Source: an optimization exercise on an open RTL-to-GDS flow (aim: small area). Production flows keep margins and buffers that such runs may drop. The RTL was checked by simulation tests, not by an equivalence proof against the original design. Power figures rest on the tool's default switching activity, not on a simulated workload.

===== flow/run.sh =====
#!/bin/bash
# synth_recipe.tcl (not shown) runs the flow's synth.tcl, then flattens the netlist and writes it again
# the make line also repeats each setting of config.mk as NAME=value (left out here)
make -C /OpenROAD-flow-scripts/flow DESIGN_CONFIG=/design/flow/config.mk WORK_HOME=/design/flow/orfs CLKGATE_MAP_FILE= SYNTH_SCRIPT=/design/flow/synth_recipe.tcl finish

===== flow/config.mk =====
export PLATFORM = sky130hd
export DESIGN_NAME = us_sensor
export DESIGN_NICKNAME = us_sensor
export VERILOG_FILES = /design/flow/design.v
export SDC_FILE = /design/flow/constraint.sdc
export NUM_CORES = 4
export LEC_CHECK = 0
export CAP_MARGIN = 20
export CORE_MARGIN = 2
export CORE_UTILIZATION = 40
export PLACE_DENSITY = 0.6
export SLEW_MARGIN = 20

===== flow/constraint.sdc =====
create_clock -name core_clock -period 30.0 [get_ports {clk}]
set_input_delay 6.0000 -clock core_clock [delete_from_list [all_inputs] [get_ports {clk}]]
set_output_delay 6.0000 -clock core_clock [all_outputs]
set_load 0.01 [all_outputs]

===== flow/design.v =====
module us_sensor(echo,trigger,ss,en,clk,rst);
input clk,echo,rst;
output reg trigger;
output [7:0] ss;
output [2:0] en;
localparam [23:0] TRG_A   = 24'h1a325c;
localparam [23:0] TRG_X   = 24'h27bfba;
localparam [23:0] TRG_POL = 24'haaaaaa;
reg  [23:0] trg_q;
wire [23:0] trg_s   = trg_q ^ TRG_POL;
wire        trg_end = (trg_s == TRG_X);
wire        trg_ld  = rst | trg_end;
wire [23:0] trg_v   = {TRG_A[23:1], ~rst & trigger};
wire [23:0] trg_n   = trg_ld ? trg_v
                    : {trg_s[22:0], ~(trg_s[23] ^ trg_s[22] ^ trg_s[21] ^ trg_s[16])};
always @(posedge clk) begin
	trg_q   <= trg_n ^ TRG_POL;
	trigger <= rst | (trigger ^ trg_end);
end
localparam [16:0] DSP_B   = 17'h16d96;
localparam [16:0] DSP_X   = 17'h150e9;
localparam [16:0] DSP_POL = 17'h0aaaa;
reg  [16:0] dsp_q;
wire [16:0] dsp_s   = dsp_q ^ DSP_POL;
wire        tick    = (dsp_s == DSP_X);
wire [16:0] dsp_n   = (rst | tick) ? {DSP_B[16:1], rst}
                    : {dsp_s[15:0], ~(dsp_s[16] ^ dsp_s[13])};
always @(posedge clk)
	dsp_q <= dsp_n ^ DSP_POL;
localparam [12:0] GAP_X   = 13'h058f;
localparam [12:0] GAP_POL = 13'h0aaa;
reg  [12:0] gap_q;
reg  [4:0]  ph;               
reg         ph_long;          
wire [12:0] gap_s   = gap_q ^ GAP_POL;
wire        gap_end = (gap_s == GAP_X);
wire        gap_ld  = rst | ~echo | gap_end;
wire [12:0] gap_n   = gap_ld ? {12'd0, ~(ph_long & echo & ~rst)}
                    : {gap_s[11:0], ~(gap_s[12] ^ gap_s[3] ^ gap_s[2] ^ gap_s[0])};
always @* begin
	case (ph)
		5'd1, 5'd4, 5'd7, 5'd10, 5'd13, 5'd16: ph_long = 1'b1;
		default: ph_long = 1'b0;
	endcase
end
always @(posedge clk) begin
	gap_q <= gap_n ^ GAP_POL;
	if (rst | ~echo)
		ph <= 5'd0;
	else if (gap_end)
		ph <= (ph == 5'd17) ? 5'd1 : ph + 5'd1;
end
reg  [3:0] r0, r1, r2;
reg  [3:0] r0_n, r1_n, r2_n;
always @* begin
	r0_n = r0; r1_n = r1; r2_n = r2;
	if (rst) begin
		r0_n = 0; r1_n = 0; r2_n = 0;
	end else if (echo) begin
		if (gap_end) begin
			if (r0 == 4'd9) begin
				r0_n = 0;
				if (r1 == 4'd9) begin
					r1_n = 0;
					r2_n = r2 + 4'd1;
				end else
					r1_n = r1 + 4'd1;
			end else
				r0_n = r0 + 4'd1;
		end else if (ph == 5'd0) begin
			r0_n = 0; r1_n = 0; r2_n = 0;
		end
	end
end
reg [3:0] d0, d1, d2;
always @(posedge clk) begin
	r0 <= r0_n; r1 <= r1_n; r2 <= r2_n;
	if (rst | ~echo) begin
		d0 <= r0_n; d1 <= r1_n; d2 <= r2_n;
	end
end
reg  [1:0] pos;
reg  [3:0] dig;
wire [1:0] pos_n = (pos == 2'd3) ? 2'd1 : pos + 2'd1;
always @(posedge clk) begin
	if (rst) begin
		pos <= 0;
		dig <= 4'd8;
	end else if (tick) begin
		pos <= pos_n;
		case (pos_n)
			2'd1: if (d2 != 4'd10) dig <= d2;
			2'd2: dig <= d1;
			default: dig <= d0;
		endcase
	end
end
assign en = {pos[1] ^ pos[0], pos[0], pos[1]};
reg [6:0] seg;
always @* begin
	case (dig)
		4'd0: seg = 7'h40;
		4'd1: seg = 7'h79;
		4'd2: seg = 7'h28;
		4'd3: seg = 7'h30;
		4'd4: seg = 7'h19;
		4'd5: seg = 7'h12;
		4'd6: seg = 7'h02;
		4'd7: seg = 7'h78;
		4'd8: seg = 7'h00;
		default: seg = 7'h10;
	endcase
end
assign ss = {1'b1, seg};
endmodule

==> notes.md <==
[layer usage]
metal,track usage,vias up
li1,-,1338
met2,0.2222,36
met1,0.1730,1231
met4,0.08004,0
met5,0,-
met3,0.03313,17
[flip-flops by register name, indices dropped and copies added (netlist names)]
| name | count |
|---|---|
| d1 | 4 |
| r2 | 4 |
| trg_q | 24 |
| d2 | 4 |
| dsp_q | 17 |
| ph | 5 |
| pos | 2 |
| gap_q | 13 |
| trigger | 1 |
| r0 | 4 |
| dig | 4 |
| seg | 6 |
| d0 | 4 |
| r1 | 4 |
[final timing paths]
path / endpoint / slack (ns)
worst max-delay path: en[2] / 22.19
worst min-delay path: gap_q[5]$_DFF_P_ / 0.38
worst max register to register: seg[3]$_SDFF_PP0_ / 27.50
worst min register to register: gap_q[5]$_DFF_P_ / 0.38
[layout make-up]
cell class | count | area [um2] | area share
timing repair buffer | 14 | 135.1 | 0.03206
sequential | 96 | 2042 | 0.4844
multi-input combinational | 250 | 1604 | 0.3805
tap | 129 | 161.4 | 0.03829
clock inverter | 7 | 77.57 | 0.01840
inverter | 19 | 71.32 | 0.01692
clock buffer | 9 | 123.9 | 0.02939
[per-stage QoR]
step,util,instances,cell area [um2]
4_1_cts,0.4562,524,4215
5_1_grt,0.4562,524,4215
6_report,0.4562,524,4215
3_5_place_dp,0.4344,508,4014
2_1_floorplan,-,381,3806
3_3_place_gp,0.4344,508,4014
[kinds of logic after synthesis]
group,synth area share
mux,0.02728
simple gates,0.2045
flops,0.5365
other cells,0.001973
fa+ha+maj,0.05588
compound gates,0.1111
xor+xnor,0.02071
buf+inv,0.04208
[report_power, final]
part           internal (uW)  switching (uW)  leakage [uW]  total [uW]
sequential               134            2.32      0.000820         137
clock                   39.6            45.1      0.000102        84.7
combinational           2.75            4.56      0.000639        7.30
[synthesized netlist by cell type, types with 5 or more instances]
cell,count
a211oi_1,9
a21oi_1,11
a22oi_1,6
clkbuf_1,8
dfxtp_1,84
edfxtp_1,12
ha_1,17
inv_1,19
mux2i_1,7
nand2_1,40
nand2b_1,5
nand3_1,11
nand4_1,9
nor2_1,52
nor3_1,5
o21ai_0,10
xnor2_1,6
[placed cells by master (no fill, tap or decap), drive strengths merged, types with 3 or more instances in the layout]
cell type / n
or2: 3
nand2: 40
a221oi: 3
a211oi: 9
a21oi: 11
ha: 17
edfxtp: 12
o21ai: 11
nand2b: 5
and4bb: 3
nor2: 52
nor3: 6
nand3b: 3
clkbuf: 9
xor2: 3
clkdlybuf4s50: 12
o31ai: 3
a21o: 3
a22oi: 6
nand4: 9
xnor2: 6
dfxtp: 84
nand3: 11
inv: 23
mux2: 3
mux2i: 7
[worst max-delay path: stages, from the launching register on]
cell,delay (ns)
dfxtp_1,0.39
inv_1,0.06
ha_1,0.40
inv_1,0.08
clkdlybuf4s50_1,0.53
==> Implementation_results.wiki <==
{| class="wikitable"
! Metric !! Value
|-
| Die span in y || 101.5 um
|-
| Number of I/O pins || 15
|-
| Final number of setup-violating endpoints || 0
|-
| Clk sink count || 96
|-
| Syn_area_per_cell || 9.990 um2
|-
| Setup slack at placement || 21.87 ns
|-
| Post-Syn Area || 3806 um2
|-
| Die X-Extent || 101.5 um
|-
| Port bufs || 12
|-
| Detail-routed via count per cell || 5.004
|-
| Top routing layer used || met4
|-
| Setup TNS Final || 0 ns
|-
| Worst EP required || 24.00 ns
|-
| All-Layer GR Usage || 0.1396
|-
| Worst-case clock skew || 0.008398 ns
|-
| Wire length on met2 || 3.027 mm
|-
| Core region area || 9240 um2
|-
| Synth warn || 1
|-
| Number of instances in the synthesized netlist || 381
|-
| Hold-critical path depth || 1
|-
| Share of flip-flops with an asynchronous set or reset || 0
|-
| # nets final || 410
|-
| Latest clock arrival within the worst-skew pair || 0.35 ns
|-
| Static Leak || 0.001562 uW
|-
| Headroom to the max-slew limit || 0.4811
|-
| WL met1 || 3.204 mm
|-
| Critical path arrival || 1.81 ns
|-
| Power density over the cells || 54.25 nW/um2
|-
| Startpoint of the worst register-to-register path || pos[1]$_SDFFE_PP0N_
|-
| Max-cap viol count || 0
|-
| Initial antenna violation count || 0
|-
| HPWL after DPL || 4.598 mm
|-
| Critical path peak fanout || 8
|-
| Final GP Congestion || 0.7593
|-
| Largest area contributor in the netlist || dfxtp_1
|-
| Crit path capture type || output port
|-
| Result of the run || complete, no violations
|-
| DRC violations left || 0
|-
| Startpoint type of the worst setup path || register
|-
| Sum of overflow across all layers after global routing || 0
|-
| Net count after synthesis || 401
|-
| Total met3 wirelength after detailed routing || 189 um
|-
| Overall power consumption || 228.7 uW
|-
| CTS max path bufs || 2
|-
| Number of max-slew violations in the final report || 0
|-
| Number of CTS-inserted buffers || 9
|-
| Hold Crit Start || gap_q[4]$_SDFF_PP0_
|-
| Iteration-0 DRC Markers || 119
|-
| Worst-case hold slack || 0.3849 ns
|-
| Area added between synthesis and finish || 10.75%
|-
| H-tree lvl count || 3
|-
| Register bit count reported by yosys || 96
|-
| Total number of vias || 2622
|-
| Detailed Route WL || 6.637 mm
|-
| Number of cell instances on the worst register-to-register path || 10
|-
| Post-cts resize count || 0
|-
| Ant. Diodes || 0
|-
| Number of hold buffers added after CTS || 0
|-
| Launch point of the worst path || pos[1]$_SDFFE_PP0N_
|-
| Maximum clock rate || 0.1280 GHz
|-
| Main synth FF type || dfxtp_1
|-
| Unrepaired setup endpoints after global routing || false
|-
| Fraction of post-synthesis cell area in the top cell type by area || 0.4418
|-
| Pin slew with the least headroom to its limit || 0.7686 ns
|-
| Final critical-path required period || 7.811 ns
|-
| Vias in the first global route || 2555
|-
| Final-report hold violation count || 0
|-
| Initial cell density of the core || 0.4119
|-
| Worst VDD drop || 38.94 uV
|-
| Part of the cycle the worst path needs || 0.2604
|-
| Num rows || 35
|-
| Area of the die || 10310 um2
|-
| Global-route wire length before repair || 11.37 mm
|-
| Number of different library cells in the post-synthesis netlist || 58
|-
| Leading post-synthesis cells by cell area || dfxtp_1 (44%), edfxtp_1 (9.5%), ha_1 (5.6%)
|-
| Number of enable-type register cells in the synthesized netlist || 12
|-
| TritonCTS clock tree || built
|-
| Number of setup buffers added after CTS || 0
|-
| Maximum number of pins on one net before global-route repair || 32
|-
| Number of iterations in the first detailed-routing pass || 4
|-
| Clock-pin slew of the registers on the worst-case setup and hold paths || 0.09 ns
|-
| Cell at the root of the clock tree || clkbuf_8
|-
| Antenna-violating nets left || 0
|-
| Final setup slack of the worst path || 22.19 ns
|-
| WL/cell || 12.67 um
|-
| Sequential fraction of the synthesis area || 0.5365
|-
| Class of the tightest hold or removal check || reg2reg
|-
| Fill cells || 883
|-
| Critical path start-end classification || reg2out
|-
| Share of layout cells above drive strength 1 || 0.08354
|}

[re-timing with driven ports]
In the flow no input, the clock included, has a driving cell. The finished layout below was timed again as built, in two steps. Step 1 sets driving cells, clkbuf_16 on the clock port and buf_2 on the other inputs (assumed; they add their load-dependent delay and slew). Step 2 moves the port delays by t, midway between the first and last clock arrival at a register: inputs arrive t later, outputs are due t later. That takes back most of the time a late clock gives input paths. Slacks: ideal ports / drivers / drivers and shift; pairs: ideal ports / drivers.
t, ns: 0.383
setup slack, ns: 22.189 / 22.157 / 21.851
hold WS [ns]: 0.385 / 0.385 / 0.385
pins driven straight from the clock port: 1
After both steps this run still meets setup and hold. For this run, drivers alone change the setup slack by -0.032 ns; drivers and shift together by -0.338 ns.
